This design comes from an exercise in tuning for small area, a short achievable clock period and few clock cycles on the open sky130 flow, not from production work. Where RTL was checked, it was by simulation tests only, not by an equivalence proof against the original. No functional check of the RTL was part of runs 5 to 7. Power is estimated from default activity; no workload was simulated.

**design/flow/design.v**
```verilog
module STI_DAC(clk ,reset, load, pi_data, pi_length, pi_fill, pi_msb, pi_low, pi_end,
	       so_data, so_valid,
	       oem_finish, oem_dataout, oem_addr,
	       odd1_wr, odd2_wr, odd3_wr, odd4_wr, even1_wr, even2_wr, even3_wr, even4_wr);
input		clk, reset;
input		load, pi_msb, pi_low, pi_end; 
input	[15:0]	pi_data;
input	[1:0]	pi_length;
input		pi_fill;
output	reg so_data, so_valid;
output  reg odd1_wr, odd2_wr, odd3_wr, odd4_wr, even1_wr, even2_wr, even3_wr, even4_wr;
output oem_finish;
output  reg [4:0] oem_addr;
output   [7:0] oem_dataout;
parameter IDLE = 0,	  
		  CLEAR = 1,
		  CLEAR2 = 2,
		  READ = 3,
		  WAIT = 4,
		  DATA_OUT8 = 5,
		  DATA_OUT16 = 6,
		  DATA_OUT24 = 7,
		  DATA_OUT32 = 8,
		  DONE = 9;
reg [9:0] cs, ns;
reg [7:0] o_8bit;
reg [15:0] o_16bit;
reg [23:0] o_24bit;
reg [31:0] o_32bit;
reg [4:0] so_cnt;
wire [0:7] o_8bit_rev;
wire [0:15] o_16bit_rev;
wire [0:23] o_24bit_rev;
wire [0:31] o_32bit_rev;
always@(*)begin
	case(pi_length)
		2'b00:begin
			o_8bit = (pi_low)? (pi_data[15:8]):(pi_data[7:0]);
			o_16bit = 'd0;
			o_24bit = 'd0;
			o_32bit = 'd0;
		end
		2'b01: begin
			o_8bit = 'd0;
			o_16bit = pi_data;
			o_24bit = 'd0;
			o_32bit = 'd0;
		end
		2'b10: begin
			o_8bit = 'd0;
			o_16bit = 'd0;
			o_24bit = (pi_fill)? ({pi_data,{8'd0}}):({{8'd0},pi_data});
			o_32bit = 'd0;
		end
		2'b11:begin
			o_8bit = 'd0;
			o_16bit = 'd0;
			o_24bit = 'd0;
			o_32bit = (pi_fill)? ({pi_data,{16'd0}}):({{16'd0},pi_data});
		end
	endcase
end
assign o_8bit_rev[0:7] = o_8bit[7:0];
assign o_16bit_rev[0:15] = o_16bit[15:0];
assign o_24bit_rev[0:23] = o_24bit[23:0];
assign o_32bit_rev[0:31] = o_32bit[31:0];
always@(posedge clk or posedge reset)begin
	if(reset)begin
		cs <= 'd0;
		cs[IDLE] <= 1'd1;
	end
	else cs <= ns;
end
always@(*)begin
	ns = 'd0;
	case(1'd1)
		cs[IDLE]: ns[CLEAR] = 1'd1;
		cs[CLEAR]: ns[CLEAR2] = 1'd1;
		cs[CLEAR2]: begin
			if(so_cnt == 'd31) ns[READ] = 1'd1;
			else ns[CLEAR] = 1'd1;
		end
		cs[READ]:begin
			case(pi_length)
				2'b00: ns[DATA_OUT8] = 1'd1;
				2'b01: ns[DATA_OUT16] = 1'd1;
				2'b10: ns[DATA_OUT24] = 1'd1;
				2'b11: ns[DATA_OUT32] = 1'd1;
			endcase
		end
		cs[DATA_OUT8]:begin
			if(so_cnt == 5'd0) ns[WAIT] = 1'd1;
			else ns[DATA_OUT8] = 1'd1;
		end
		cs[DATA_OUT16]:begin
			if(so_cnt == 5'd0) ns[WAIT] = 1'd1;
			else ns[DATA_OUT16] = 1'd1;
		end
		cs[DATA_OUT24]:begin
			if(so_cnt == 5'd0) ns[WAIT] = 1'd1;
			else ns[DATA_OUT24] = 1'd1;
		end
		cs[DATA_OUT32]:begin
			if(so_cnt == 5'd0) ns[WAIT] = 1'd1;
			else ns[DATA_OUT32] = 1'd1;
		end
		cs[WAIT]:begin
			if(pi_end) ns[DONE] = 1'd1;
			else if(load) ns[READ] = 1'd1;
			else ns[WAIT] = 1'd1;
		end
		cs[DONE]: ns[DONE] = 1'd1;
		default: ns[IDLE] = 1'd1;
	endcase
end
always@(posedge clk or posedge reset)begin
	if(reset)begin
		so_data <= 1'd0;
		so_valid <= 1'd0;
		so_cnt <= 'd0;
	end
	else begin
		case(1'd1)
			cs[IDLE]:begin 
				so_data <= 1'd0;
				so_valid <= 1'd0;
				so_cnt <= 'd31;
			end
			cs[CLEAR]:begin
				so_cnt <= so_cnt + 1'd1;
			end
			cs[CLEAR2]:begin
			end
			cs[WAIT]:begin
				so_valid <= 1'd0;
			end
			cs[READ]:begin
				case(pi_length)
					2'b00: so_cnt <= 5'd7;
					2'b01: so_cnt <= 5'd15;
					2'b10: so_cnt <= 5'd23;
					2'b11: so_cnt <= 5'd31;
				endcase
			end
			cs[DATA_OUT8]:begin
				so_valid <= 1'd1;
				so_cnt <= so_cnt - 1'd1;
				if(pi_msb)	so_data <= o_8bit[so_cnt];
				else 		so_data <= o_8bit_rev[so_cnt];
			end
			cs[DATA_OUT16]:begin
				so_valid <= 1'd1;
				so_cnt <= so_cnt - 1'd1;
				if(pi_msb)	so_data <= o_16bit[so_cnt];
				else 		so_data <= o_16bit_rev[so_cnt];
			end
			cs[DATA_OUT24]:begin
				so_valid <= 1'd1;
				so_cnt <= so_cnt - 1'd1;
				if(pi_msb)	so_data <= o_24bit[so_cnt];
				else 		so_data <= o_24bit_rev[so_cnt];
			end
			cs[DATA_OUT32]:begin
				so_valid <= 1'd1;
				so_cnt <= so_cnt - 1'd1;
				if(pi_msb)	so_data <= o_32bit[so_cnt];
				else 		so_data <= o_32bit_rev[so_cnt];
			end
			cs[DONE]:begin
			end
		endcase
	end
end
reg [8:0] mem_num;
reg [3:0] line_cnt;
reg [7:0] data_buffer;
reg [3:0] data_cnt;
reg [4:0] odd_cnt;
reg [4:0] even_cnt;
reg odd_even;
wire line_en;
wire data_buffer_en;
assign line_en = (line_cnt == 4'd7)? 1'd1: 1'd0;
assign data_buffer_en = ((data_cnt == 4'd7))? 1'd1: 1'd0;
assign oem_dataout = data_buffer;
assign oem_finish = (mem_num == 9'd255 );
always@(posedge clk or posedge reset)begin
	if(reset) data_cnt <= 4'd0;
	else if (so_valid)begin
		if(data_cnt == 4'd7) data_cnt <= 'd0;
		else data_cnt <= data_cnt + 1'd1;
	end
end
always@(posedge clk or posedge reset)begin
	if(reset) line_cnt <= 4'd0;
	else if(data_buffer_en) begin
		if(line_cnt == 4'd7) line_cnt <= 'd0;
		else line_cnt <= line_cnt + 1'd1;
	end
end
always@(posedge clk or posedge reset)begin
	if(reset) mem_num <= 9'd0;
	else if(pi_end) mem_num <= mem_num + 1'd1;
	else if (data_buffer_en) begin
		if(mem_num == 9'd255) mem_num <= 'd0;
		else mem_num <= mem_num + 1'd1;
	end
end
always@(posedge clk or posedge reset)begin
	if(reset) begin
		data_buffer <= 'd0;
	end
	else if(so_valid)begin
		data_buffer <= data_buffer << 1'd1;
		data_buffer[0] <= so_data;
	end
end
always@(posedge clk or posedge reset)begin
	if(reset) oem_addr <= 'd0;
	else if(cs == 'd2) oem_addr <= so_cnt;
	else oem_addr <= (odd_even)? odd_cnt: even_cnt;
end
always@(posedge clk or posedge reset)begin
	if(reset)begin
		odd_even <= 1'd1;
	end
	else if(data_buffer_en && line_en) odd_even <= odd_even;
	else if(data_buffer_en) odd_even <= ~odd_even;
end
always@(posedge clk or posedge reset)begin
	if(reset)begin
		odd_cnt <= 'd0;
		even_cnt <= 'd0;
	end
	else if(data_buffer_en)begin
		if(odd_even) odd_cnt <= odd_cnt + 1'd1;
		else even_cnt <= even_cnt + 1'd1;
	end
end
always@(posedge clk or posedge reset)begin
	if(reset)begin
		odd1_wr <= 'd0;
		even1_wr <= 'd0;
	end
	else if(cs  == 'd2)begin
		odd1_wr <= 1'd1;
		even1_wr <= 1'd1;
	end
	else if(cs == 'd4)begin
		odd1_wr <= 1'd0;
		even1_wr <= 1'd0;
	end
	else if(mem_num <= 9'd63)begin
		if(data_buffer_en)begin
			if(odd_even)begin
				odd1_wr <= 1'd1;
				even1_wr <= 1'd0;
			end
			else begin
				odd1_wr <= 1'd0;
				even1_wr <= 1'd1;
			end
		end
		else begin
			odd1_wr <= 'd0;
			even1_wr <= 'd0;
		end
	end
	else begin
		odd1_wr <= 'd0;
		even1_wr <= 'd0;
	end
end	
always@(posedge clk or posedge reset)begin
	if(reset)begin
		odd2_wr <= 'd0;
		even2_wr <= 'd0;
	end
	else if(cs  == 'd2)begin
		odd2_wr <= 1'd1;
		even2_wr <= 1'd1;
	end
	else if(cs == 'd4)begin
		odd2_wr <= 1'd0;
		even2_wr <= 1'd0;
	end
	else if((9'd63 < mem_num) && (mem_num <= 9'd127))begin
		if(data_buffer_en)begin
			if(odd_even)begin
				odd2_wr <= 1'd1;
				even2_wr <= 1'd0;
			end
			else begin
				odd2_wr <= 1'd0;
				even2_wr <= 1'd1;
			end
		end
		else begin
			odd2_wr <= 'd0;
			even2_wr <= 'd0;
		end
	end
	else begin
		odd2_wr <= 'd0;
		even2_wr <= 'd0;
	end
end
always@(posedge clk or posedge reset)begin
	if(reset)begin
		odd3_wr <= 'd0;
		even3_wr <= 'd0;
	end
	else if(cs  == 'd2)begin
		odd3_wr <= 1'd1;
		even3_wr <= 1'd1;
	end
	else if(cs == 'd2)begin
		odd3_wr <= 1'd0;
		even3_wr <= 1'd0;
	end
	else if((9'd127 < mem_num) && (mem_num <= 9'd191))begin
		if(data_buffer_en)begin
			if(odd_even)begin
				odd3_wr <= 1'd1;
				even3_wr <= 1'd0;
			end
			else begin
				odd3_wr <= 1'd0;
				even3_wr <= 1'd1;
			end
		end
		else begin
			odd3_wr <= 'd0;
			even3_wr <= 'd0;
		end
	end
	else begin
		odd3_wr <= 'd0;
		even3_wr <= 'd0;
	end
end
always@(posedge clk or posedge reset)begin
	if(reset)begin
		odd4_wr <= 'd0;
		even4_wr <= 'd0;
	end
	else if(cs  == 'd2)begin
		odd4_wr <= 1'd1;
		even4_wr <= 1'd1;
	end
	else if(cs == 'd4)begin
		odd4_wr <= 1'd0;
		even4_wr <= 1'd0;
	end
	else if((9'd191 < mem_num) && (mem_num <= 9'd255))begin
		if(data_buffer_en)begin
			if(odd_even)begin
				odd4_wr <= 1'd1;
				even4_wr <= 1'd0;
			end
			else begin
				odd4_wr <= 1'd0;
				even4_wr <= 1'd1;
			end
		end
		else begin
			odd4_wr <= 'd0;
			even4_wr <= 'd0;
		end
	end
	else begin
		odd4_wr <= 'd0;
		even4_wr <= 'd0;
	end
end
endmodule
```
**design/flow/run.sh**
```bash
#!/bin/bash
# synth_recipe.tcl (not shown) runs the flow's synth.tcl, then flattens the netlist and writes it again
# the make line also repeats each setting of config.mk as NAME=value (left out here)
make -C /OpenROAD-flow-scripts/flow DESIGN_CONFIG=/design/flow/config.mk WORK_HOME=/design/flow/orfs CLKGATE_MAP_FILE= SYNTH_SCRIPT=/design/flow/synth_recipe.tcl finish
```
**design/flow/config.mk**
```make
export PLATFORM = sky130hd
export DESIGN_NAME = STI_DAC
export DESIGN_NICKNAME = STI_DAC
export VERILOG_FILES = /design/flow/design.v
export SDC_FILE = /design/flow/constraint.sdc
export NUM_CORES = 4
export LEC_CHECK = 0
export CAP_MARGIN = 20
export CORE_MARGIN = 2
export CORE_UTILIZATION = 40
export SLEW_MARGIN = 20
```
**design/flow/constraint.sdc**
```tcl
create_clock -name core_clock -period 4.0 [get_ports {clk}]
set_input_delay 0.8000 -clock core_clock [delete_from_list [all_inputs] [get_ports {clk}]]
set_output_delay 0.8000 -clock core_clock [all_outputs]
set_load 0.01 [all_outputs]
```
==> metrics.md, run 1 <==
| Metric | Value |
|---|---|
| Setup WS pre-CTS | 0.617 ns |
| Via density | 6.01 |
| Main combinational cell family by area after synthesis | simple AND/OR/NAND/NOR gates |
| First-pass iteration count of the detailed router | 5 |
| Crit-path cells | clkdlybuf4s50_1 -> buf_4 -> mux4_2 -> nand4_1 -> o2111ai_1 -> a221oi_1 -> a311oi_1 -> a31o_1 |
| Critical Path Sink Type | flop |
| R2r setup slk | 1.06 ns |
| Boundary pin count | 49 |
| Drt total wl | 12.3 mm |
| Post-synthesis mux area share | 17.8% |
| Total core area | 11400 sq um |
| Post-cts resize count | 0 |
| Clock-pin slew on the worst setup and hold paths | 0.06 ns |
| Predominant post-synthesis flop cell | dfrtp_1 |
| Seq/Total Area, Yosys | 35.6% |
| Share of layout cells above drive strength 1 | 11.3% |
| DRC | 0 |
| Post-CTS Setup Inserts | 0 |
| VDD IR max | 0.390 mV |
| Final ANT Viol Nets | 0 |
| PwrDens | 656 nW/um^2 |
| WL met3 | 650 um |
| Tightest Pin Transition | 0.839 ns |
| I/O Buffers | 48 |
| Placed cell area | 5200 sq um |
| Startpoint types | input port |
| Layout Skew | 0.00983 ns |
| CTS tree | built |
| DRT met1 WL | 5.61 mm |
| Vias in the first global route | 3843 |
| Num CTS Buffers | 9 |
| Number of synthesized register bits | 66 |
| Via count | 3997 |
| Crit-path max cell delay | 0.83 ns |
| Mapped Area | 4640 sq um |
| Post-Synth Simple-Gate Area | 18.6% |
| Crit-path leading delay family | buffers and inverters |
| Met2 wire len | 5.81 mm |
| GRT Util Overall | 19.7% |
| Worst-path fanout max | 16 |
| Max-slew violation count | 0 |
| Clock Latency Late Sink | 0.33 ns |
| Overall die area | 12500 sq um |
| Clk buf depth | 2 |
| Die width | 112 um |
| Crit path required time | 4.21 ns |
| Distinct cell type count after synthesis | 67 |
| HPWL after DPL | 8.70 mm |
| Pin count of the biggest net entering global routing | 33 |
| 1st-iter DRT viols | 359 |
| Synthesized net count | 520 |
| P&R area growth vs syn | 18.5% |
| Slowest CP cell | clkdlybuf4s50_1 |
| Filler Cell Count | 1067 |
| Routed wire per std cell | 18.5 um |
| Final worst slack | 0.905 ns |
| Overall Power | 0.00361 W |
| Gr ovfl total | 0 |
| Routability congestion estimate | 0.930 |
| Syn Inst Count | 485 |
| Seq. cell area | 1650 sq um |
| Max transition margin | 44.1% |
| Status | timing/DRC/antenna clean |
| First-pass GRT wire length | 19.9 mm |
| Adder-cell share of the synthesized area | 2.69% |
| Initial Utilization | 40.8% |
| Initial antenna violation count | 0 |
| Worst hold path class | reg2reg |
| Final Cell Area | 5500 sq um |
| Root Driver | clkbuf_16 |
| Rows | 39 |
| LEAKAGE | 2.26 nW |
| Num Clock Sinks | 66 |
| Max Fclk | 323 MHz |
| Min Tclk post-route | 3.10 ns |
| Highest metal used | met4 |
| Total of max-cap violations | 0 |
| Syn Area/Cell | 9.58 sq um |
| Most common cell after layout, fill and taps aside | dfrtp_1 |
| Endpoints failing setup | 0 |
| RSZ-0062 raised after global routing | no |
| Area of the multi-input gates | 2750 sq um |
| Antenna Cells | 0 |
| H-tree depth | 3 |
| Final period util | 77.4% |
| Post-Synth XOR/XNOR Area | 3.39% |
| Worst path bufs/invs | 2 |
| Setup TNS | 0 ns |
| FFs w/ async S/R, synth | 100% |
| Final hold violation count | 0 |
| EDFF count, synth | 0 |
| Compound-Gate Fraction of Synth Area | 16.8% |
| Most frequent cells in the layout | 64 x dfrtp_1, 48 x clkdlybuf4s50_1, 43 x nand2_1 |
| Arrival time at the worst endpoint | 3.31 ns |
| Yosys warnings | 1 |
| Fin nets | 552 |
| # hold bufs at CTS | 0 |
| Die H | 112 um |
| Worst setup path class | in2reg |
[through the flow]
stage                     utilization [%]  hold WS [ns]  std cells
final                                48.4         0.478        665
after global routing                 48.4         0.500        665
after CTS                            48.4         0.474        665
after detailed placement             45.7         0.460        649
after global placement               45.6         0.460        648
after floorplan                         -         0.441        485
[sequential cells by signal, summed over array words and instances (netlist names), 5 cells and up]
name         count
cs              10
mem_num          9
data_buffer      8
even_cnt         5
odd_cnt          5
oem_addr         5
so_cnt           5
[synth_stat cells (12+ instances only)]
| cell | instances | area share [%] |
|---|---|---|
| xnor2_1 | 15 | 2.8 |
| nand3_1 | 15 | 1.6 |
| dfrtp_1 | 64 | 34 |
| mux2_2 | 13 | 3.2 |
| o21ai_0 | 26 | 2.8 |
| mux4_2 | 12 | 5.8 |
| mux2i_1 | 15 | 3.2 |
| nor3_1 | 16 | 1.7 |
| nand2_1 | 43 | 3.5 |
| a21oi_1 | 34 | 3.7 |
| nor2_1 | 34 | 2.7 |
| clkbuf_1 | 23 | 1.9 |
[final timing paths]
check	start	to	depth (start not counted)
max in group asynchronous	reset	even3_wr$_DFF_PP0_	4
worst max register to register	so_cnt[1]$_DFFE_PP0P_	so_data$_DFFE_PP0P_	7
worst max-delay path	pi_fill	so_data$_DFFE_PP0P_	8
worst min-delay path	even_cnt[4]$_DFFE_PP0P_	even_cnt[4]$_DFFE_PP0P_	1
worst min register to register	even_cnt[4]$_DFFE_PP0P_	even_cnt[4]$_DFFE_PP0P_	1
min in group asynchronous	reset	data_buffer[1]$_DFFE_PP0P_	2
[report_power, final]
group / internal, W / leakage, nW / switching (W)
combinational: 0.000796 / 1.27 / 0.000849
clock: 0.000499 / 0.145 / 0.000289
sequential: 0.000883 / 0.847 / 0.000293
total: 0.00218 / 2.26 / 0.00143
[area by class of cell]
cell class                 instances  area share [%]
multi-input combinational        370            50.0
sequential                        66            30.1
timing repair buffer              58            10.3
clock buffer                      10            4.34
tap                              143            3.25
clock inverter                     6            1.16
inverter                          12           0.819
[routing by layer]
layer	vias up	global-route usage, %
met5	-	0
met4	0	6.42
met3	15	2.72
met2	145	32.2
met1	1944	27.1
li1	1893	-
[kinds of logic after synthesis]
logic type,after synthesis
flops,66
buf+inv,49
compound gates,122
simple gates,170
mux,50
xor+xnor,18
fa+ha+maj,10
[worst register-to-register path, delay by kind of cell (launching register included)]
family,cells,cell delay [ns]
buf+inv,1,0.65
flops,1,0.74
compound gates,6,1.45
Testbench counts, summed over its fixed seeds: cycles 13,134.
==> inputs of run 2 (changes only) <==
==> design/flow/design.v (replaced) <==
module STI_DAC(clk ,reset, load, pi_data, pi_length, pi_fill, pi_msb, pi_low, pi_end,
	       so_data, so_valid,
	       oem_finish, oem_dataout, oem_addr,
	       odd1_wr, odd2_wr, odd3_wr, odd4_wr, even1_wr, even2_wr, even3_wr, even4_wr);
input		clk, reset;
input		load, pi_msb, pi_low, pi_end;
input	[15:0]	pi_data;
input	[1:0]	pi_length;
input		pi_fill;
output		so_data;
output	reg	so_valid;
output		odd1_wr, odd2_wr, odd3_wr, odd4_wr, even1_wr, even2_wr, even3_wr, even4_wr;
output	reg	oem_finish;
output	[4:0]	oem_addr;
output	[7:0]	oem_dataout;
reg		busy;		 
reg	[2:0]	bit_cnt;	 
reg	[1:0]	byte_cnt;	 
reg	[7:0]	shift;		 
reg		wr_pend;	 
reg	[7:0]	pix;		 
reg	[5:0]	clr;		 
wire issue = load | busy;
wire byte_end = (bit_cnt == 3'd7);
wire last = byte_end & (byte_cnt == pi_length);
reg hi, zero;
always @(*) begin
	hi = 1'b0;
	zero = 1'b0;
	case (pi_length)
	2'd0: hi = pi_low;
	2'd1: hi = pi_msb ^ byte_cnt[0];
	2'd2: begin
		case (byte_cnt)
		2'd0: begin zero = pi_msb ^ pi_fill; hi = pi_msb; end
		2'd1: hi = ~pi_fill;
		default: begin zero = ~(pi_msb ^ pi_fill); hi = ~pi_msb; end
		endcase
	end
	default: begin
		zero = byte_cnt[1] ^ pi_msb ^ pi_fill;
		hi = pi_msb ^ byte_cnt[0];
	end
	endcase
end
wire [3:0] sel = {hi, bit_cnt ^ {3{pi_msb}}};
wire bit_out = ~zero & pi_data[sel];
always @(posedge clk or posedge reset) begin
	if (reset) begin
		busy <= 1'b0;
		so_valid <= 1'b0;
		bit_cnt <= 3'd0;
		byte_cnt <= 2'd0;
		wr_pend <= 1'b0;
	end else begin
		busy <= issue & ~last;
		so_valid <= issue;
		wr_pend <= issue & byte_end;
		if (issue) begin
			bit_cnt <= bit_cnt + 3'd1;
			if (byte_end) byte_cnt <= last ? 2'd0 : byte_cnt + 2'd1;
		end
	end
end
always @(posedge clk)
	if (issue) shift <= {shift[6:0], bit_out};
assign so_data = shift[0];
always @(posedge clk or posedge reset) begin
	if (reset) begin
		pix <= 8'd0;
		clr <= 6'd0;
		oem_finish <= 1'b0;
	end else begin
		if (wr_pend) pix <= pix + 8'd1;
		else if (~clr[5]) clr <= clr + 6'd1;
		oem_finish <= pi_end & clr[5];
	end
end
wire clearing = ~wr_pend & ~clr[5];
wire odd = ~(pix[3] ^ pix[0]);
wire [3:0] bank = {pix[7:6] == 2'd3, pix[7:6] == 2'd2, pix[7:6] == 2'd1, pix[7:6] == 2'd0};
assign {odd4_wr, odd3_wr, odd2_wr, odd1_wr} = clearing ? 4'hf : {4{wr_pend & odd}} & bank;
assign {even4_wr, even3_wr, even2_wr, even1_wr} = clearing ? 4'hf : {4{wr_pend & ~odd}} & bank;
assign oem_addr = wr_pend ? pix[5:1] : clr[4:0];
assign oem_dataout = shift & {8{wr_pend}};
endmodule
--- a/design/flow/config.mk
+++ b/design/flow/config.mk
@@ -9,3 +9,4 @@
 export CORE_MARGIN = 2
 export CORE_UTILIZATION = 40
+export SETUP_SLACK_MARGIN = 1.8
 export SLEW_MARGIN = 20
==> run 2 against run 1 <==
Against the previous run:
- die area decreased by 56%
- sequential power decreased by 43%
- fmax increased by 40%
- highest routed layer unchanged
- still clean on timing, DRC and antenna
- clock power decreased by 71%
- first-iteration DRC count decreased by 84%
- largest cell class unchanged
- worst hold slack got worse by 0.030 ns
- critical path depth decreased by 4
- non-clock buffer count decreased by 4
==> metrics.md, run 2 <==
| Metric | Value |
|---|---|
| Status | timing/DRC/antenna clean |
| I/O Buffers | 48 |
| Critical Path Sink Type | output port |
| Initial antenna violation count | 0 |
| P&R area growth vs syn | 28.0% |
| Max transition margin | 41.8% |
| Num Clock Sinks | 31 |
| DRC | 0 |
| Terminus of the critical flop-to-flop path | shift[0]$_DFFE_PN_ |
| Largest regs | pix: 8 flops, shift: 8 flops, clr: 6 flops |
| Rows | 25 |
| Predominant post-synthesis flop cell | dfrtp_1 |
| Mapped Area | 1950 sq um |
| FFs w/ async S/R, synth | 74.2% |
| Via density | 5.48 |
| R2R depth | 7 |
| Most common cell after layout, fill and taps aside | clkdlybuf4s50_1 |
| VDD IR max | 0.293 mV |
| Seq/Total Area, Yosys | 41.9% |
| RSZ-0062 raised after global routing | yes |
| Die width | 73.7 um |
| EDFF count, synth | 8 |
| Total of max-cap violations | 0 |
| Clk buf depth | 2 |
| Via count | 1601 |
| Routability congestion estimate | 0.875 |
| Syn Inst Count | 188 |
| H-tree depth | 2 |
| Share of layout cells above drive strength 1 | 21.8% |
| Arrival time at the worst endpoint | 1.41 ns |
| R2r setup slk | 2.02 ns |
| Worst-path fanout max | 6 |
| Total core area | 4690 sq um |
| Yosys warnings | 1 |
| First-pass iteration count of the detailed router | 4 |
| Layout Skew | 0.00502 ns |
| Pin count of the biggest net entering global routing | 24 |
| Num CTS Buffers | 5 |
| Overall die area | 5440 sq um |
| Final ANT Viol Nets | 0 |
| Worst Hold End | shift[7]$_DFFE_PN_ |
| Final period util | 55.3% |
| Setup TNS | 0 ns |
| Yosys top cell by area | dfrtp_1 |
| Distinct cell type count after synthesis | 45 |
| Die H | 73.7 um |
| Crit path required time | 3.20 ns |
| Worst hold path class | reg2reg |
| HPWL after DPL | 3.30 mm |
| Overall Power | 0.00182 W |
| Root Driver | clkbuf_8 |
| Final hold violation count | 0 |
| Max Fclk | 452 MHz |
| 1st-iter DRT viols | 59 |
| Min-delay src | shift[6]$_DFFE_PN_ |
| Worst setup path class | reg2out |
| Gr ovfl total | 0 |
| Max-slew violation count | 0 |
| Fin nets | 268 |
| Synth top area cells | dfrtp_1 30%, edfxtp_1 12%, xnor2_1 5.4% |
| Initial Utilization | 41.5% |
| First-pass GRT wire length | 7.57 mm |
| Routed wire per std cell | 15.4 um |
| Count leader, synth | dfrtp_1 |
| Drt total wl | 4.51 mm |
| Clock-pin slew on the worst setup and hold paths | 0.06 ns |
| Synthesized net count | 219 |
| Hold path cells | 0 |
| Startpoint types | flop |
| Post-synth top cells | 23 x dfrtp_1, 17 x nand2_1, 12 x xnor2_1 |
| Number of synthesized register bits | 31 |
| Area share of the largest cell type after synthesis | 29.6% |
| FF-to-FF Start | byte_cnt[0]$_DFFE_PP0P_ |
| Most frequent cells in the layout | 26 x clkdlybuf4s50_1, 20 x dfrtp_1, 17 x nand2_1 |
| Endpoints failing setup | 0 |
| GRT Util Overall | 18.2% |
| CTS tree | built |
| LEAKAGE | 1.05 nW |
| Antenna Cells | 0 |
| # hold bufs at CTS | 0 |
| Clock Latency Late Sink | 0.27 ns |
| PwrDens | 730 nW/um^2 |
| Vias in the first global route | 1631 |
| Filler Cell Count | 418 |
| Syn Area/Cell | 10.3 sq um |
| Tightest Pin Transition | 0.872 ns |
| Min Tclk post-route | 2.21 ns |
| Boundary pin count | 49 |
## run 2: cell types whose count changed after synthesis, moves of 15 or more
cell / previous run / this run
a21oi_1: 34 / 3
clkbuf_1: 23 / 4
dfrtp_1: 64 / 23
mux2i_1: 15 / 0
nand2_1: 43 / 17
nor2_1: 34 / 7
o21ai_0: 26 / 10
## run 2: worst max-delay path: stages (launching register included)
cell,delay [ns]
dfrtp_4,0.51
buf_6,0.15
or2_4,0.25
o31ai_1,0.07
buf_2,0.17
## run 2: metal layers
layer	GRT usage [%]	up-vias	wire length (um)
met5	0	-	0
met4	6.67	0	67
met3	5.08	6	239
met2	29.8	49	2130
met1	23.0	768	2060
li1	-	778	-
## run 2: cells by family (layout without fill, tap and decap cells)
group / count (synthesis) / in the layout / share of synthesized area, %
adder cells (fa/ha/maj): 6 / 6 / 3.86
AND/OR/NAND/NOR: 64 / 65 / 18.6
XOR/XNOR: 19 / 19 / 8.94
AO/OA/AOI/OAI: 41 / 41 / 15.8
buffers and inverters: 19 / 68 / 6.17
multiplexers: 8 / 8 / 4.63
flip-flops: 31 / 31 / 41.9
## run 2: layout make-up
| class | count | area (sq um) | area share (%) |
|---|---|---|---|
| Timing Repair Buffer | 54 | 455 | 18.3 |
| Sequential cell | 31 | 822 | 33.0 |
| Clock inverter | 1 | 5.00 | 0.201 |
| Inverter | 6 | 22.5 | 0.905 |
| Tap cell | 54 | 67.6 | 2.71 |
| Multi-Input combinational cell | 139 | 1040 | 41.8 |
| Clock buffer | 7 | 76.3 | 3.07 |
## run 2: how the worst max path moves through the flow
| stage | to | slack (ns) | startpoint |
|---|---|---|---|
| 2_1_floorplan | shift[0]$_DFFE_PN_ | 1.97 | pi_msb |
| 3_3_place_gp | shift[0]$_DFFE_PN_ | 1.31 | pi_msb |
| 3_5_place_dp | odd2_wr | 1.31 | wr_pend$_DFF_PP0_ |
| 4_1_cts | oem_addr[2] | 1.70 | wr_pend$_DFF_PP0_ |
| 5_1_grt | even3_wr | 1.72 | wr_pend$_DFF_PP0_ |
| 6_report | odd1_wr | 1.79 | wr_pend$_DFF_PP0_ |
## run 2: repair_timing
action	4_1_cts	5_1_grt
pin swaps	1	1
gates resized for setup	56	17
endpoints found under the setup margin	22	19
buffers inserted	5	1
gates cloned	1	0
## run 2: stage by stage
stage	instance area, sq um	worst slack, ns	util [%]	hold WS [ns]	instances
2_1_floorplan	1950	1.97	-	0.418	188
3_3_place_gp	2400	1.31	51.1	0.427	277
3_5_place_dp	2400	1.31	51.1	0.439	277
4_1_cts	2490	1.70	53.1	0.454	291
5_1_grt	2490	1.72	53.1	0.467	292
6_report	2490	1.79	53.1	0.447	292
## run 2: power breakdown
group | internal [W] | switching (W)
Sequential | 0.000479 | 0.000198
Combinational | 0.000485 | 0.000430
Clock | 0.000122 | 0.000104
Testbench counts of run 2, summed over its fixed seeds: cycles 10,845.
==> inputs of run 3 (changes only) <==
--- a/design/flow/config.mk
+++ b/design/flow/config.mk
@@ -9,4 +9,4 @@
 export CORE_MARGIN = 2
 export CORE_UTILIZATION = 40
-export SETUP_SLACK_MARGIN = 1.8
+export SETUP_SLACK_MARGIN = 2.3
 export SLEW_MARGIN = 20
==> run 3 against run 2 <==
Against the previous run:
- first-iteration DRC count fell by 3.4%
- synthesized cell count is the same
- sequential share of layout area is 5.6 points lower
- critical path type unchanged
- critical endpoint unchanged
==> metrics.md, run 3 <==
| Metric | Value |
|---|---|
| I/O Buffers | 48 |
| H-tree depth | 2 |
| 1st-iter DRT viols | 57 |
| Clock Latency Late Sink | 0.28 ns |
| Placed cell count | 277 |
| Crit path required time | 3.20 ns |
| Total of max-cap violations | 0 |
| Rows | 25 |
| Startpoint types | flop |
| Total core area | 4690 sq um |
| Antenna Cells | 0 |
| Area share of the largest cell type after synthesis | 29.6% |
| Worst setup path class | reg2out |
| Clk buf depth | 2 |
| Syn Area/Cell | 10.3 sq um |
| Min-delay src | shift[1]$_DFFE_PN_ |
| PwrDens | 774 nW/um^2 |
| Vias in the first global route | 1641 |
| Most used routing layer | met2 |
| First-pass iteration count of the detailed router | 4 |
| LEAKAGE | 1.26 nW |
| Yosys warnings | 1 |
| CTS tree | built |
| Routability congestion estimate | 0.878 |
| Num CTS Buffers | 5 |
| RSZ-0062 raised after global routing | yes |
| Largest regs | pix: 8 flops, shift: 8 flops, clr: 6 flops |
| Hold slack | 0.449 ns |
| Share of layout cells above drive strength 1 | 51.3% |
| Final Cell Area | 3030 sq um |
| Seq. cell area | 831 sq um |
| Met1 GRT Util | 25.7% |
| Overall die area | 5440 sq um |
| Number of synthesized register bits | 31 |
| Area of the multi-input gates | 1310 sq um |
| Max Fclk | 449 MHz |
| DRC | 0 |
| Overall Power | 0.00235 W |
| Critical Path Sink Type | output port |
| Synth top area cells | dfrtp_1 30%, edfxtp_1 12%, xnor2_1 5.4% |
| Final period util | 55.7% |
| Count leader, synth | dfrtp_1 |
| Met2 Usage GRT | 28.6% |
| Worst Hold End | shift[2]$_DFFE_PN_ |
| Die H | 73.7 um |
| Final ANT Viol Nets | 0 |
| Die width | 73.7 um |
| Setup TNS | 0 ns |
| Terminus of the critical flop-to-flop path | shift[0]$_DFFE_PN_ |
| # hold bufs at CTS | 0 |
| P&R area growth vs syn | 55.7% |
| Post-synth top cells | 23 x dfrtp_1, 17 x nand2_1, 12 x xnor2_1 |
| GRT Util Overall | 18.4% |
| Root Driver | clkbuf_8 |
| Initial antenna violation count | 0 |
| Yosys top cell by area | dfrtp_1 |
| Syn Inst Count | 188 |
| Endpoints failing setup | 0 |
| Status | timing/DRC/antenna clean |
| Seq/Total Area, Yosys | 41.9% |
| R2R depth | 6 |
| Via count | 1685 |
| Finished Layout Cells | 317 |
| Num Clock Sinks | 31 |
| Synthesized net count | 219 |
| Clock-pin slew on the worst setup and hold paths | 0.06 ns |
| Routed wire per std cell | 14.9 um |
| HPWL after DPL | 3.21 mm |
| Min Tclk post-route | 2.23 ns |
| Worst hold path class | reg2reg |
| FF-to-FF Start | byte_cnt[0]$_DFFE_PP0P_ |
| Hold path cells | 0 |
| M3 GR Usage | 4.12% |
| FFs w/ async S/R, synth | 74.2% |
| VDD IR max | 0.361 mV |
| First-pass GRT wire length | 7.71 mm |
| Fin nets | 293 |
| Tightest Pin Transition | 0.519 ns |
| Predominant post-synthesis flop cell | dfrtp_1 |
| Worst-path fanout max | 3 |
| R2r setup slk | 2.21 ns |
| Max transition margin | 65.3% |
| Distinct cell type count after synthesis | 45 |
| Mapped Area | 1950 sq um |
| Most frequent cells in the layout | 22 x buf_4, 21 x buf_6, 17 x dfrtp_1 |
| Layout Skew | 0.00309 ns |
| Drt total wl | 4.74 mm |
| Filler Cell Count | 377 |
| Most common cell after layout, fill and taps aside | buf_4 |
| Pin count of the biggest net entering global routing | 24 |
| Max-slew violation count | 0 |
| Arrival time at the worst endpoint | 1.43 ns |
| Initial Utilization | 41.5% |
| EDFF count, synth | 8 |
| Placed cell area | 2570 sq um |
| Gr ovfl total | 0 |
| Boundary pin count | 49 |
| Via density | 5.32 |
| Final hold violation count | 0 |
-- run 3: cell counts after synthesis --
Identical to the previous run, type by type.
-- run 3: how the worst max path moves through the flow --
stage | start | to | cells past startpoint
floorplan | pi_msb | shift[0]$_DFFE_PN_ | 7
global placement | pi_msb | shift[0]$_DFFE_PN_ | 6
detailed placement | pi_msb | shift[0]$_DFFE_PN_ | 6
CTS | pix[3]$_DFFE_PP0P_ | odd3_wr | 4
global route | pix[0]$_DFFE_PP0P_ | odd1_wr | 4
finish | pix[0]$_DFFE_PP0P_ | odd1_wr | 4
-- run 3: worst max-delay path, cell delays in order (launching register included) --
cell	delay (ns)
dfrtp_2	0.48
xor2_4	0.22
buf_12	0.14
o31ai_4	0.15
buf_2	0.16
-- run 3: where the power goes --
part | internal, W | switching (W)
Sequential | 0.000488 | 0.000170
Clock | 0.000118 | 0.000107
Combinational | 0.000821 | 0.000640
Total | 0.00143 | 0.000918
-- run 3: layout make-up --
type	count	area share, %
clock inverter	2	0.248
timing repair buffer	79	23.5
inverter	6	1.03
multi-input combinational	139	43.2
sequential	31	27.4
tap	54	2.23
clock buffer	6	2.40
-- run 3: timing repair --
action                                  in CTS  in global routing
resized for setup                          172                 16
gates cloned                                 1                  0
setup buffers                               21                 10
endpoints found under the setup margin      28                 25
pin swaps                                   25                 11
-- run 3: cells by family after synthesis --
family | Yosys count | share of synthesized area (%)
AO/OA/AOI/OAI | 41 | 15.8
XOR/XNOR | 19 | 8.94
adder cells (fa/ha/maj) | 6 | 3.86
buffers and inverters | 19 | 6.17
flip-flops | 31 | 41.9
multiplexers | 8 | 4.63
AND/OR/NAND/NOR | 64 | 18.6
-- run 3: stage by stage --
stage,setup WS (ns),utilization [%]
after floorplan,2.02,-
after global placement,1.37,54.8
after detailed placement,1.31,54.8
after CTS,1.75,62.1
after global routing,1.72,64.6
final,1.77,64.6
-- run 3: routing by layer --
layer / vias up / wire length [um] / part of all wire, %
met3: 10 / 201 / 4.2
met1: 794 / 2280 / 48
met4: 0 / 53 / 1.1
met2: 44 / 2200 / 46
met5: - / 0 / 0
li1: 837 / - / -
==> inputs of run 4 (changes only) <==
--- a/design/flow/config.mk
+++ b/design/flow/config.mk
@@ -9,4 +9,3 @@
 export CORE_MARGIN = 2
 export CORE_UTILIZATION = 40
-export SETUP_SLACK_MARGIN = 2.3
 export SLEW_MARGIN = 20
==> run 4 against run 3 <==
Against the previous run:
- sequential share of layout area is 5.5 points higher
- critical path depth fell by 1
- largest power group unchanged
- critical endpoint is now odd2_wr
- synthesized cell count stayed put
- clock power about the same
- clock skew is 0.0030 ns higher
- largest cell class unchanged
- register-to-register slack got worse by 0.19 ns
- worst hold slack got worse by 0.0016 ns
- area after synthesis is the same
- global-route usage down 1.0 points
- via count shrank 7.5%
==> metrics.md, run 4 <==
| Metric | Value |
|---|---|
| Terminus of the critical flop-to-flop path | shift[0]$_DFFE_PN_ |
| 1st-iter DRT viols | 52 |
| Overall die area | 5440 sq um |
| Clock Latency Late Sink | 0.27 ns |
| HPWL after DPL | 3.30 mm |
| Hold path cells | 0 |
| Initial antenna violation count | 0 |
| Routability congestion estimate | 0.875 |
| Root Driver | clkbuf_8 |
| Post-synth top cells | 23 x dfrtp_1, 17 x nand2_1, 12 x xnor2_1 |
| Number of synthesized register bits | 31 |
| Most frequent cells in the layout | 48 x clkdlybuf4s50_1, 23 x dfrtp_1, 17 x nand2_1 |
| Post-CTS Setup Inserts | 0 |
| Count leader, synth | dfrtp_1 |
| FF-to-FF Start | byte_cnt[0]$_DFFE_PP0P_ |
| Status | timing/DRC/antenna clean |
| Crit-path leading delay family | flip-flops |
| Fin nets | 261 |
| CTS tree | built |
| Final ANT Viol Nets | 0 |
| Gr ovfl total | 0 |
| Arrival time at the worst endpoint | 2.14 ns |
| Critical path origin | wr_pend$_DFF_PP0_ |
| RSZ-0062 raised after global routing | no |
| Crit-path cells | nand2_1 -> o31ai_1 -> clkdlybuf4s50_1 |
| Min Tclk post-route | 2.94 ns |
| Met2 Usage GRT | 28.6% |
| CP endpoint | odd2_wr |
| Die H | 73.7 um |
| Final hold violation count | 0 |
| Via count | 1559 |
| Setup TNS | 0 ns |
| GRT Util Overall | 17.4% |
| Layout Skew | 0.00611 ns |
| EDFF count, synth | 8 |
| Clock-pin slew on the worst setup and hold paths | 0.06 ns |
| # hold bufs at CTS | 0 |
| Worst-path fanout max | 23 |
| Crit path required time | 3.20 ns |
| Total of max-cap violations | 0 |
| Critical Path Sink Type | output port |
| Startpoint types | flop |
| Initial Utilization | 41.5% |
| Syn Inst Count | 188 |
| P&R area growth vs syn | 27.3% |
| Most common cell after layout, fill and taps aside | clkdlybuf4s50_1 |
| Predominant post-synthesis flop cell | dfrtp_1 |
| Setup WS pre-CTS | 1.31 ns |
| DRC | 0 |
| Yosys warnings | 1 |
| Hold slack | 0.448 ns |
| Mapped Area | 1950 sq um |
| Final worst slack | 1.06 ns |
| Tightest Pin Transition | 0.872 ns |
| PwrDens | 732 nW/um^2 |
| Max Fclk | 340 MHz |
| FFs w/ async S/R, synth | 74.2% |
| Rows | 25 |
| I/O Buffers | 48 |
| Boundary pin count | 49 |
| R2r setup slk | 2.02 ns |
| Routed wire per std cell | 15.0 um |
| M3 GR Usage | 5.21% |
| First-pass GRT wire length | 7.28 mm |
| Worst path bufs/invs | 1 |
| H-tree depth | 2 |
| Slowest CP cell | dfrtp_1 |
| First-pass iteration count of the detailed router | 4 |
| VDD IR max | 0.304 mV |
| Largest regs | pix: 8 flops, shift: 8 flops, clr: 6 flops |
| Max-slew violation count | 0 |
| Vias in the first global route | 1571 |
| Levels on crit path | 3 |
| Drt total wl | 4.28 mm |
| Max transition margin | 41.8% |
| Num CTS Buffers | 5 |
| Via density | 5.47 |
| Antenna Cells | 0 |
| Pin count of the biggest net entering global routing | 24 |
| Finished Layout Cells | 285 |
| Clk buf depth | 2 |
| Final period util | 73.6% |
| Seq/Total Area, Yosys | 41.9% |
| Area share of the largest cell type after synthesis | 29.6% |
| LEAKAGE | 0.970 nW |
| Die width | 73.7 um |
| Filler Cell Count | 415 |
| R2R depth | 7 |
| Total core area | 4690 sq um |
| Post-cts resize count | 0 |
| Crit-path max cell delay | 0.79 ns |
| Worst hold path class | reg2reg |
| Placed cell count | 277 |
| Synthesized net count | 219 |
| Yosys top cell by area | dfrtp_1 |
| Endpoints failing setup | 0 |
| Synth top area cells | dfrtp_1 30%, edfxtp_1 12%, xnor2_1 5.4% |
| Met1 GRT Util | 21.8% |
| Most used routing layer | met2 |
| Distinct cell type count after synthesis | 45 |
| Syn Area/Cell | 10.3 sq um |
| Worst setup path class | reg2out |
| Num Clock Sinks | 31 |
| Post-layout util | 52.8% |
| Share of layout cells above drive strength 1 | 11.3% |
## run 4: report_power, final
group,internal [W],switching [W]
Clock,0.000122,0.000104
Combinational,0.000518,0.000389
Sequential,0.000474,0.000207
Total,0.00111,0.000700
## run 4: metrics by stage
step / instance area (sq um) / total power [W]
6_report: 2480 / 0.00181
2_1_floorplan: 1950 / 0.00127
3_3_place_gp: 2400 / 0.00156
3_5_place_dp: 2400 / 0.00160
4_1_cts: 2480 / 0.00184
5_1_grt: 2480 / 0.00197
## run 4: layer usage
layer	vias to the layer above	share of wire, %
li1	765	-
met1	744	46
met2	46	48
met3	4	5.0
met4	0	0.72
met5	-	0
## run 4: how the worst min path moves through the flow
| stage | endpoint | from | slack [ns] |
|---|---|---|---|
| finish | shift[7]$_DFFE_PN_ | shift[6]$_DFFE_PN_ | 0.45 |
| global route | shift[4]$_DFFE_PN_ | shift[3]$_DFFE_PN_ | 0.47 |
| CTS | shift[7]$_DFFE_PN_ | shift[6]$_DFFE_PN_ | 0.45 |
| detailed placement | shift[7]$_DFFE_PN_ | shift[6]$_DFFE_PN_ | 0.44 |
| global placement | shift[7]$_DFFE_PN_ | shift[6]$_DFFE_PN_ | 0.43 |
| floorplan | shift[2]$_DFFE_PN_ | shift[1]$_DFFE_PN_ | 0.42 |
## run 4: area by class of cell
type / instances / area [sq um] / share of cell area [%]
Clock buffer: 7 / 76.3 / 3.08
Tap cell: 54 / 67.6 / 2.73
Timing Repair Buffer: 48 / 480 / 19.4
Inverter: 6 / 22.5 / 0.909
Clock inverter: 1 / 5.00 / 0.202
Multi-Input combinational cell: 138 / 1010 / 40.8
Sequential cell: 31 / 816 / 32.9
## run 4: kinds of logic after synthesis
logic type | count (synthesis) | synth area share, %
AOI/OAI and AO/OA | 41 | 15.8
muxes | 8 | 4.63
buffers and inverters | 19 | 6.17
xor gates and xnor gates | 19 | 8.94
adders and majority gates | 6 | 3.86
and+or+nand+nor | 64 | 18.6
DFF | 31 | 41.9
==> inputs of run 5 (changes only) <==
--- a/design/flow/design.v
+++ b/design/flow/design.v
@@ -15,5 +15,7 @@
 output	[7:0]	oem_dataout;
 reg		busy;		 
-reg	[2:0]	bit_cnt;	 
+reg	[2:0]	idx;		 
+reg		hi;		 
+reg		zero;		 
 reg	[1:0]	byte_cnt;	 
 reg	[7:0]	shift;		 
@@ -21,48 +23,62 @@
 reg	[7:0]	pix;		 
 reg	[5:0]	clr;		 
-wire issue = load | busy;
-wire byte_end = (bit_cnt == 3'd7);
+function [1:0] byte_src;	 
+	input [1:0] len;
+	input msb, fill, low;
+	input [1:0] b;
+	reg bz, bh;
+	begin
+		bz = 1'b0;
+		bh = 1'b0;
+		case (len)
+		2'd0: bh = low;
+		2'd1: bh = msb ^ b[0];
+		2'd2: begin
+			case (b)
+			2'd0: begin bz = msb ^ fill; bh = msb; end
+			2'd1: bh = ~fill;
+			default: begin bz = ~(msb ^ fill); bh = ~msb; end
+			endcase
+		end
+		default: begin
+			bz = b[1] ^ msb ^ fill;
+			bh = msb ^ b[0];
+		end
+		endcase
+		byte_src = {bz, bh};
+	end
+endfunction
+wire [1:0] src0 = byte_src(pi_length, pi_msb, pi_fill, pi_low, 2'd0);
+wire first_bit = ~src0[1] & (pi_msb ? (src0[0] ? pi_data[15] : pi_data[7])
+				  : (src0[0] ? pi_data[8] : pi_data[0]));
+wire next_bit = ~zero & pi_data[{hi, idx}];
+wire byte_end = busy & (idx == {3{~pi_msb}});
 wire last = byte_end & (byte_cnt == pi_length);
-reg hi, zero;
-always @(*) begin
-	hi = 1'b0;
-	zero = 1'b0;
-	case (pi_length)
-	2'd0: hi = pi_low;
-	2'd1: hi = pi_msb ^ byte_cnt[0];
-	2'd2: begin
-		case (byte_cnt)
-		2'd0: begin zero = pi_msb ^ pi_fill; hi = pi_msb; end
-		2'd1: hi = ~pi_fill;
-		default: begin zero = ~(pi_msb ^ pi_fill); hi = ~pi_msb; end
-		endcase
-	end
-	default: begin
-		zero = byte_cnt[1] ^ pi_msb ^ pi_fill;
-		hi = pi_msb ^ byte_cnt[0];
-	end
-	endcase
-end
-wire [3:0] sel = {hi, bit_cnt ^ {3{pi_msb}}};
-wire bit_out = ~zero & pi_data[sel];
+wire [1:0] bc_next = load ? 2'd0 : byte_cnt + 2'd1;
+wire [1:0] src_next = byte_src(pi_length, pi_msb, pi_fill, pi_low, bc_next);
 always @(posedge clk or posedge reset) begin
 	if (reset) begin
 		busy <= 1'b0;
 		so_valid <= 1'b0;
-		bit_cnt <= 3'd0;
-		byte_cnt <= 2'd0;
 		wr_pend <= 1'b0;
 	end else begin
-		busy <= issue & ~last;
-		so_valid <= issue;
-		wr_pend <= issue & byte_end;
-		if (issue) begin
-			bit_cnt <= bit_cnt + 3'd1;
-			if (byte_end) byte_cnt <= last ? 2'd0 : byte_cnt + 2'd1;
-		end
+		busy <= load | (busy & ~last);
+		so_valid <= load | busy;
+		wr_pend <= byte_end;
 	end
 end
-always @(posedge clk)
-	if (issue) shift <= {shift[6:0], bit_out};
+always @(posedge clk) begin
+	if (load) begin
+		idx <= pi_msb ? 3'd6 : 3'd1;
+	end else if (busy) begin
+		idx <= pi_msb ? idx - 3'd1 : idx + 3'd1;
+	end
+	if (load | byte_end) begin
+		byte_cnt <= bc_next;
+		{zero, hi} <= src_next;
+	end
+	if (load) shift <= {shift[6:0], first_bit};
+	else if (busy) shift <= {shift[6:0], next_bit};
+end
 assign so_data = shift[0];
 always @(posedge clk or posedge reset) begin
--- a/design/flow/config.mk
+++ b/design/flow/config.mk
@@ -9,3 +9,4 @@
 export CORE_MARGIN = 2
 export CORE_UTILIZATION = 40
+export SETUP_SLACK_MARGIN = 2.3
 export SLEW_MARGIN = 20
==> run 5 against run 4 <==
Against the previous run:
- register-to-register slack gained 0.20 ns
- fmax grew 33%
- power shrank 0.18%
- count of clock-buffer cells in the layout shrank 1
==> metrics.md, run 5 <==
| Metric | Value |
|---|---|
| Status | timing/DRC/antenna clean |
| Synthesized net count | 198 |
| Boundary pin count | 49 |
| FFs w/ async S/R, synth | 54.5% |
| Routed wire per std cell | 14.8 um |
| DRC | 0 |
| Seq. cell area | 908 sq um |
| Final Cell Area | 2840 sq um |
| Most common cell after layout, fill and taps aside | buf_6 |
| Syn Inst Count | 169 |
| Distinct cell type count after synthesis | 42 |
| Share of layout cells above drive strength 1 | 46.0% |
| Initial antenna violation count | 0 |
| Sw power | 0.000633 W |
| First-pass iteration count of the detailed router | 4 |
| RSZ-0062 raised after global routing | yes |
| Critical Path Sink Type | output port |
| Overall Power | 0.00181 W |
| Area of the multi-input gates | 1090 sq um |
| Max Fclk | 453 MHz |
| Overall die area | 5210 sq um |
| H-tree depth | 2 |
| Main combinational cell family by area after synthesis | simple AND/OR/NAND/NOR gates |
| Final period util | 55.2% |
| First-pass GRT wire length | 6.90 mm |
| Seq/Total Area, Yosys | 48.5% |
| I/O Buffers | 48 |
| Gr ovfl total | 0 |
| 1st-iter DRT viols | 58 |
| Fin nets | 263 |
| PwrDens | 639 nW/um^2 |
| LEAKAGE | 1.23 nW |
| Drt total wl | 4.24 mm |
| Largest regs | pix: 8 flops, shift: 8 flops, clr: 6 flops |
| CTS tree | built |
| Pin count of the biggest net entering global routing | 19 |
| Total core area | 4410 sq um |
| Worst hold path class | reg2reg |
| Endpoints failing setup | 0 |
| EDFF count, synth | 15 |
| Total of max-cap violations | 0 |
| P&R area growth vs syn | 52.5% |
| Predominant post-synthesis flop cell | dfrtp_1 |
| Root Driver | clkbuf_8 |
| Mapped Area | 1860 sq um |
| Post-Synth Simple-Gate Area | 16.5% |
| Clock group share of total power | 18.0% |
| Yosys warnings | 1 |
| Compound-Gate Fraction of Synth Area | 8.28% |
| Max transition margin | 51.9% |
| Die H | 72.2 um |
| Crit path required time | 3.20 ns |
| Min Tclk post-route | 2.21 ns |
| Placed cell area | 2480 sq um |
| Cell Int Power | 0.00118 W |
| Num CTS Buffers | 5 |
| Clock Latency Late Sink | 0.29 ns |
| Layout Skew | 0.00911 ns |
| Syn Area/Cell | 11.0 sq um |
| Share of power burned in registers | 34.5% |
| Synth top area cells | dfrtp_1 24%, edfxtp_1 24%, xnor2_1 7.5% |
| Tightest Pin Transition | 0.721 ns |
| Via density | 5.13 |
| Initial Utilization | 42.1% |
| Post-Synth XOR/XNOR Area | 9.89% |
| Yosys top cell by area | dfrtp_1 |
| Worst-path fanout max | 3 |
| Via count | 1473 |
| Placed cell count | 259 |
| Setup TNS | 0 ns |
| Num Clock Sinks | 33 |
| Number of synthesized register bits | 33 |
| Rows | 24 |
| Adder-cell share of the synthesized area | 3.10% |
| VDD IR max | 0.337 mV |
| Slowest CP cell | dfrtp_2 |
| Worst setup path class | reg2out |
| Antenna Cells | 0 |
| Startpoint types | flop |
| Comb pwr share | 47.5% |
| Clk buf depth | 2 |
| Max-slew violation count | 0 |
| Die width | 72.2 um |
| Vias in the first global route | 1434 |
| Hold path cells | 0 |
| R2R depth | 4 |
| Area share of the largest cell type after synthesis | 24.2% |
| Crit-path max cell delay | 0.48 ns |
| Clock-pin slew on the worst setup and hold paths | 0.06 ns |
| HPWL after DPL | 2.86 mm |
| Post-synthesis mux area share | 9.69% |
| Post-synth top cells | 18 x dfrtp_1, 16 x xnor2_1, 15 x edfxtp_1 |
| Filler Cell Count | 347 |
| GRT Util Overall | 17.3% |
| Count leader, synth | dfrtp_1 |
| Final hold violation count | 0 |
| Final ANT Viol Nets | 0 |
| Crit-path cells | xor2_4 -> buf_6 -> o31ai_4 -> buf_2 |
| Most frequent cells in the layout | 21 x buf_6, 16 x buf_2, 15 x xnor2_1, 15 x edfxtp_1, 14 x dfrtp_1 |
| Arrival time at the worst endpoint | 1.41 ns |
| Post-layout util | 64.2% |
| Finished Layout Cells | 287 |
| Sw Ratio | 35.0% |
| Routability congestion estimate | 0.955 |
==> run 5: final cells by class <==
| class | instances | share of cell area, % |
|---|---|---|
| well taps | 52 | 2.29 |
| multi-input cells | 120 | 38.5 |
| inverters | 6 | 1.06 |
| clock inverters | 2 | 1.32 |
| repair buffers | 68 | 21.8 |
| clock buffers | 6 | 2.91 |
| flip-flops and latches | 33 | 32.0 |
==> run 5: metal layers <==
layer / up-vias / global-route usage [%] / wire length (um)
met5: - / 0 / 0
met2: 37 / 28.2 / 2010
met4: 0 / 5.66 / 48
li1: 727 / - / -
met1: 703 / 23.0 / 1980
met3: 6 / 3.89 / 197
==> run 5: critical path, delay by kind of cell, from the launching register on <==
family / cells / cell delay, ns
compound gates: 1 / 0.14
xor+xnor: 1 / 0.22
buf+inv: 2 / 0.28
flops: 1 / 0.48
==> run 5: final timing paths <==
| check | start | end | slack (ns) |
|---|---|---|---|
| worst max-delay path | pix[3]$_DFFE_PP0P_ | odd1_wr | 1.79 |
| worst min-delay path | shift[6]$_DFFE_PP_ | shift[7]$_DFFE_PP_ | 0.46 |
| worst max register to register | idx[0]$_DFFE_PP_ | shift[0]$_DFFE_PP_ | 2.22 |
| worst min register to register | shift[6]$_DFFE_PP_ | shift[7]$_DFFE_PP_ | 0.46 |
| max in group asynchronous | reset | wr_pend$_DFF_PP0_ | 2.53 |
| min in group asynchronous | reset | so_valid$_DFF_PP0_ | 0.93 |
==> run 5: metrics by stage <==
| stage | worst slack [ns] | hold slack (ns) |
|---|---|---|
| floorplan | 2.07 | 0.418 |
| global placement | 1.34 | 0.430 |
| detailed placement | 1.27 | 0.440 |
| CTS | 1.77 | 0.456 |
| global route | 1.72 | 0.477 |
| finish | 1.79 | 0.461 |
==> run 5: cells by family (layout without fill, tap and decap cells) <==
| family | count (synthesis) | count (layout) |
|---|---|---|
| multiplexers | 16 | 16 |
| flip-flops | 33 | 33 |
| AO/OA/AOI/OAI | 22 | 22 |
| XOR/XNOR | 21 | 21 |
| buffers and inverters | 16 | 82 |
| adder cells (fa/ha/maj) | 4 | 4 |
| AND/OR/NAND/NOR | 57 | 57 |
==> run 5: power groups by stage <==
stage	logic [W]	clock network, W	registers [W]
2_1_floorplan	0.000563	0	0.000560
3_3_place_gp	0.000684	0	0.000651
3_5_place_dp	0.000698	0	0.000656
4_1_cts	0.000812	0.000336	0.000631
5_1_grt	0.000937	0.000347	0.000646
6_report	0.000860	0.000326	0.000625
==> run 5: what timing repair did <==
item / 4_1_cts / 5_1_grt
hold buffers: 0 / 0
resized for setup: 151 / 46
setup endpoints to repair: 50 / 31
pin swaps: 9 / 12
buffers inserted: 13 / 7
==> inputs of run 6 (changes only) <==
--- a/design/flow/config.mk
+++ b/design/flow/config.mk
@@ -9,4 +9,4 @@
 export CORE_MARGIN = 2
 export CORE_UTILIZATION = 40
-export SETUP_SLACK_MARGIN = 2.3
+export SETUP_SLACK_MARGIN = 2.0
 export SLEW_MARGIN = 20
==> run 6 against run 5 <==
Against the previous run:
- power fell by 10%
- count of clock-buffer cells in the layout did not move
- setup slack improved by 0.048 ns
- largest cell class unchanged
==> metrics.md, run 6 <==
| Metric | Value |
|---|---|
| GRT Util Overall | 16.4% |
| Layout Skew | 0.00330 ns |
| Initial antenna violation count | 0 |
| FFs w/ async S/R, synth | 54.5% |
| Share of layout cells above drive strength 1 | 31.4% |
| First-pass iteration count of the detailed router | 4 |
| EDFF count, synth | 15 |
| Die H | 72.2 um |
| Setup WS pre-CTS | 1.29 ns |
| VDD IR max | 0.269 mV |
| R2r setup slk | 2.18 ns |
| Fin nets | 257 |
| CTS tree | built |
| DRC | 0 |
| Area share of the largest cell type after synthesis | 24.2% |
| Die width | 72.2 um |
| Clock-pin slew on the worst setup and hold paths | 0.06 ns |
| Via density | 5.17 |
| Clk buf depth | 2 |
| Final period util | 54.0% |
| Count leader, synth | dfrtp_1 |
| Boundary pin count | 49 |
| Largest regs | pix: 8 flops, shift: 8 flops, clr: 6 flops |
| RSZ-0062 raised after global routing | yes |
| Distinct cell type count after synthesis | 42 |
| Final hold violation count | 0 |
| Synth top area cells | dfrtp_1 24%, edfxtp_1 24%, xnor2_1 7.5% |
| Clock Latency Late Sink | 0.27 ns |
| First-pass GRT wire length | 6.58 mm |
| Post-synth top cells | 18 x dfrtp_1, 16 x xnor2_1, 15 x edfxtp_1 |
| Final ANT Viol Nets | 0 |
| P&R area growth vs syn | 40.8% |
| Placed cell area | 2350 sq um |
| Yosys warnings | 1 |
| Vias in the first global route | 1427 |
| Crit path required time | 3.20 ns |
| LEAKAGE | 1.15 nW |
| Setup TNS | 0 ns |
| Worst hold path class | reg2reg |
| Antenna Cells | 0 |
| Most frequent cells in the layout | 15 x xnor2_1, 15 x dfrtp_1, 15 x edfxtp_1, 15 x clkdlybuf4s50_1, 13 x buf_2 |
| Min-delay src | shift[2]$_DFFE_PP_ |
| Max Fclk | 463 MHz |
| Routability congestion estimate | 0.861 |
| Root Driver | clkbuf_8 |
| Arrival time at the worst endpoint | 1.36 ns |
| 1st-iter DRT viols | 43 |
| Hold path cells | 0 |
| Startpoint types | flop |
| Final Cell Area | 2620 sq um |
| Rows | 24 |
| PwrDens | 621 nW/um^2 |
| Yosys top cell by area | dfrtp_1 |
| Worst setup path class | reg2out |
| Terminus of the critical flop-to-flop path | byte_cnt[0]$_DFFE_PP_ |
| Initial Utilization | 42.1% |
| Max-slew violation count | 0 |
| Number of synthesized register bits | 33 |
| Tightest Pin Transition | 0.667 ns |
| Drt total wl | 4.13 mm |
| Num CTS Buffers | 5 |
| Num Clock Sinks | 33 |
| Total of max-cap violations | 0 |
| Post-layout util | 59.3% |
| H-tree depth | 2 |
| Seq/Total Area, Yosys | 48.5% |
| Predominant post-synthesis flop cell | dfrtp_1 |
| Total core area | 4410 sq um |
| Max transition margin | 55.5% |
| Mapped Area | 1860 sq um |
| Status | timing/DRC/antenna clean |
| Gr ovfl total | 0 |
| Syn Inst Count | 169 |
| HPWL after DPL | 2.83 mm |
| Worst-path fanout max | 3 |
| Via count | 1454 |
| Final worst slack | 1.84 ns |
| I/O Buffers | 48 |
| Endpoints failing setup | 0 |
| R2R depth | 4 |
| FF-to-FF Start | idx[0]$_DFFE_PP_ |
| Worst Hold End | shift[3]$_DFFE_PP_ |
| Routed wire per std cell | 14.7 um |
| Synthesized net count | 198 |
| Overall die area | 5210 sq um |
| Critical Path Sink Type | output port |
| Syn Area/Cell | 11.0 sq um |
| Pin count of the biggest net entering global routing | 19 |
| Min Tclk post-route | 2.16 ns |
## run 6: cell counts after synthesis
No cell type changed its count.
## run 6: layer usage
layer  wire (um)  up-vias  part of all wire (%)  track usage (%)
li1            -      715                     -                -
met1        1850      690                    45             21.1
met2        2040       42                    49             27.6
met3         203        7                   4.9             3.75
met4          40        0                  0.97             5.24
met5           0        -                     0                0
## run 6: cells by family after synthesis
kind of cell | Yosys count | share of synthesized area, %
AND/OR/NAND/NOR | 57 | 16.5
buffers and inverters | 16 | 4.10
adder cells (fa/ha/maj) | 4 | 3.10
flip-flops | 33 | 48.5
AO/OA/AOI/OAI | 22 | 8.28
multiplexers | 16 | 9.69
XOR/XNOR | 21 | 9.89
## run 6: area by class of cell
cell class,count,area (sq um)
inverters,6,22.5
flip-flops and latches,33,907
repair buffers,62,528
clock buffers,6,72.6
clock inverters,2,33.8
fillers,391,1800
well taps,52,65.1
multi-input cells,120,990
## run 6: power breakdown
group	internal [W]	switching [W]
registers	0.000486	0.000147
logic	0.000394	0.000305
clock network	0.000184	0.000112
## run 6: worst max-delay path, stage by stage, from the launching register on
cell and delay [ns]:
dfrtp_2 0.49, xnor2_4 0.24, nand2_2 0.09, o21ai_1 0.13, buf_2 0.14
## run 6: worst max path at each step
| stage | startpoint | endpoint | slack [ns] | cells after the start |
|---|---|---|---|---|
| CTS | wr_pend$_DFF_PP0_ | odd1_wr | 1.83 | 5 |
| detailed placement | pi_msb | idx[2]$_DFFE_PP_ | 1.29 | 6 |
| finish | pix[0]$_DFFE_PP0P_ | odd4_wr | 1.84 | 4 |
| global route | pix[0]$_DFFE_PP0P_ | odd4_wr | 1.75 | 4 |
| global placement | pi_msb | idx[2]$_DFFE_PP_ | 1.37 | 6 |
| floorplan | pi_msb | idx[2]$_DFFE_PP_ | 1.98 | 6 |
## run 6: what timing repair did
item	4_1_cts	5_1_grt
hold buffers	0	0
resized for setup	119	14
buffers inserted	9	5
setup endpoints to repair	42	28
pin swaps	9	7
## run 6: through the flow
stage	std cells	total power [W]	hold slack [ns]
floorplan	169	0.000952	0.418
global placement	259	0.00121	0.426
detailed placement	259	0.00123	0.432
CTS	276	0.00158	0.452
global route	281	0.00174	0.471
finish	281	0.00163	0.451
==> inputs of run 7 (changes only) <==
==> design/flow/flow/run.sh (new file) <==
#!/bin/bash
# Standard synthesis and layout, with plain buf_1 port buffers and free cell sizing.
set -euo pipefail
bash standard.sh synth > synth.log 2>&1
bash standard.sh 'BUFFER_PORTS_ARGS=-buffer_cell sky130_fd_sc_hd__buf_1' MATCH_CELL_FOOTPRINT=0 finish > layout.log 2>&1
==> design/flow/standard.sh (new file) <==
#!/bin/bash
# synth_recipe.tcl (not shown) runs the flow's synth.tcl, then flattens the netlist and writes it again
# the make line also repeats each setting of config.mk as NAME=value (left out here)
make -C /OpenROAD-flow-scripts/flow DESIGN_CONFIG=/design/flow/config.mk WORK_HOME=/design/flow/orfs CLKGATE_MAP_FILE= SYNTH_SCRIPT=/design/flow/synth_recipe.tcl "${@:-finish}"
removed: design/flow/run.sh
==> run 7 against run 6 <==
Against the previous run:
- highest routed layer unchanged
- power fell by 2.4%
- worst hold slack got worse by 0.0039 ns
- count of clock-buffer cells in the layout fell by 1
- setup slack improved by 0.0071 ns
- still clean
- design area fell by 8.9%
- largest cell class unchanged
- sequential share of layout area rose by 3.4 points
- area after synthesis did not move
- wire length fell by 10%
- global-route usage fell by 1.1 points
- synthesized cell count did not move
- largest power group is now registers
- sequential cell count did not move
==> metrics.md, run 7 <==
| Metric | Value |
|---|---|
| Status | timing/DRC/antenna clean |
| Syn Inst Count | 169 |
| Seq. cell area | 907 sq um |
| Largest regs | pix: 8 flops, shift: 8 flops, clr: 6 flops |
| Placed cell area | 2050 sq um |
| RSZ-0062 raised after global routing | yes |
| Count leader, synth | dfrtp_1 |
| DRC | 0 |
| LEAKAGE | 1.00 nW |
| 1st-iter DRT viols | 50 |
| Yosys warnings | 1 |
| PwrDens | 666 nW/um^2 |
| Clk buf depth | 2 |
| Crit-path max cell delay | 0.54 ns |
| Post-layout util | 54.0% |
| GRT Util Overall | 15.4% |
| Distinct cell type count after synthesis | 42 |
| Synthesized net count | 198 |
| Max transition margin | 52.7% |
| Initial antenna violation count | 0 |
| I/O Buffers | 48 |
| Fin nets | 255 |
| Root Driver | clkbuf_8 |
| Most frequent cells in the layout | 29 x buf_1, 15 x xnor2_1, 15 x dfrtp_1, 15 x edfxtp_1, 14 x nand2_1 |
| Die H | 72.2 um |
| Min-delay src | shift[2]$_DFFE_PP_ |
| Final ANT Viol Nets | 0 |
| Crit path required time | 3.20 ns |
| Boundary pin count | 49 |
| Worst setup path class | reg2out |
| Num CTS Buffers | 5 |
| Syn Area/Cell | 11.0 sq um |
| Area of the multi-input gates | 910 sq um |
| Num Clock Sinks | 33 |
| Via count | 1446 |
| Crit-path cells | buf_6 -> mux2_2 -> buf_6 |
| Slowest CP cell | dfrtp_4 |
| Yosys top cell by area | dfrtp_1 |
| Startpoint types | flop |
| Synth top area cells | dfrtp_1 24%, edfxtp_1 24%, xnor2_1 7.5% |
| Die width | 72.2 um |
| Terminus of the critical flop-to-flop path | shift[0]$_DFFE_PP_ |
| FF-to-FF Start | idx[0]$_DFFE_PP_ |
| VDD IR max | 0.277 mV |
| Initial Utilization | 42.1% |
| Post-synth top cells | 18 x dfrtp_1, 16 x xnor2_1, 15 x edfxtp_1 |
| Finished Layout Cells | 279 |
| Min Tclk post-route | 2.15 ns |
| Mapped Area | 1860 sq um |
| Rows | 24 |
| Endpoints failing setup | 0 |
| First-pass GRT wire length | 6.19 mm |
| H-tree depth | 2 |
| Predominant post-synthesis flop cell | dfrtp_1 |
| Final hold violation count | 0 |
| Placed cell count | 259 |
| HPWL after DPL | 2.58 mm |
| CTS tree | built |
| Routed wire per std cell | 13.3 um |
| Worst hold path class | reg2reg |
| Clock Latency Late Sink | 0.28 ns |
| Hold slack | 0.447 ns |
| Final period util | 53.9% |
| EDFF count, synth | 15 |
| Drt total wl | 3.70 mm |
| Overall die area | 5210 sq um |
| Most common cell on crit path | buf_6 |
| Total of max-cap violations | 0 |
| FFs w/ async S/R, synth | 54.5% |
| Pin count of the biggest net entering global routing | 19 |
| Number of synthesized register bits | 33 |
run 7: cell count changes in the layout (fill, tap and decap cells not counted), moves of 2 or more:
cell             delta
and2_1              -2
and2_4              +2
buf_1              +29
buf_2               -5
buf_4               -2
clkbuf_2            +4
clkdlybuf4s15_1     -2
clkdlybuf4s50_1    -15
dlygate4sd2_1      -10
nand2_1             +3
nand2_2             -2
o31ai_1             +4
o31ai_2             -4
run 7: worst min-delay path by stage:
| stage | depth (start not counted) | endpoint | slack (ns) |
|---|---|---|---|
| after floorplan | 0 | shift[2]$_DFFE_PP_ | 0.42 |
| after global placement | 0 | shift[3]$_DFFE_PP_ | 0.43 |
| after CTS | 0 | shift[3]$_DFFE_PP_ | 0.45 |
| final | 0 | shift[3]$_DFFE_PP_ | 0.45 |
| after global routing | 0 | shift[3]$_DFFE_PP_ | 0.45 |
| after detailed placement | 0 | shift[3]$_DFFE_PP_ | 0.43 |
run 7: final cells by class:
type	count	area share, %
repair buffers	60	14.5
well taps	52	2.73
flip-flops and latches	33	38.0
clock inverters	3	2.73
multi-input cells	120	38.1
inverters	6	0.944
clock buffers	5	2.89
run 7: cell families (layout without fill, tap and decap cells):
family | Yosys count | count (layout) | share of synthesized area (%)
xor+xnor | 21 | 21 | 9.89
flops | 33 | 33 | 48.5
mux | 16 | 16 | 9.69
compound gates | 22 | 22 | 8.28
buf+inv | 16 | 74 | 4.10
simple gates | 57 | 57 | 16.5
fa+ha+maj | 4 | 4 | 3.10
run 7: what timing repair did:
item / 4_1_cts / 5_1_grt
gates resized for setup: 37 / 21
pin swaps: 2 / 3
hold buffers: 0 / 0
endpoints found under the setup margin: 22 / 23
setup buffers: 7 / 5
run 7: power by group:
part	switching [W]	leakage, nW	internal [W]
sequential	0.000132	0.378	0.000486
clock	0.000123	0.0681	0.000248
combinational	0.000272	0.556	0.000327
run 7: metal layers:
metal / global-route usage [%] / share of wire [%] / up-vias
li1: - / - / 713
met3: 3.47 / 4.1 / 6
met4: 5.66 / 1.6 / 0
met2: 26.2 / 48 / 35
met5: 0 / 0 / -
met1: 19.0 / 46 / 692
run 7: stage by stage:
step	total power, W	worst slack, ns
floorplan	0.000952	1.98
CTS	0.00157	1.85
global placement	0.00108	1.67
global route	0.00169	1.80
detailed placement	0.00109	1.63
finish	0.00159	1.85

Re-timed with assumed drivers on the ports (clkbuf_16 on the clock, buf_2 on other inputs), run 7 has 1.818 ns of setup slack against 1.845 ns with ideal ports, and 1.822 ns once port delays also move by the mid clock arrival of 0.305 ns.
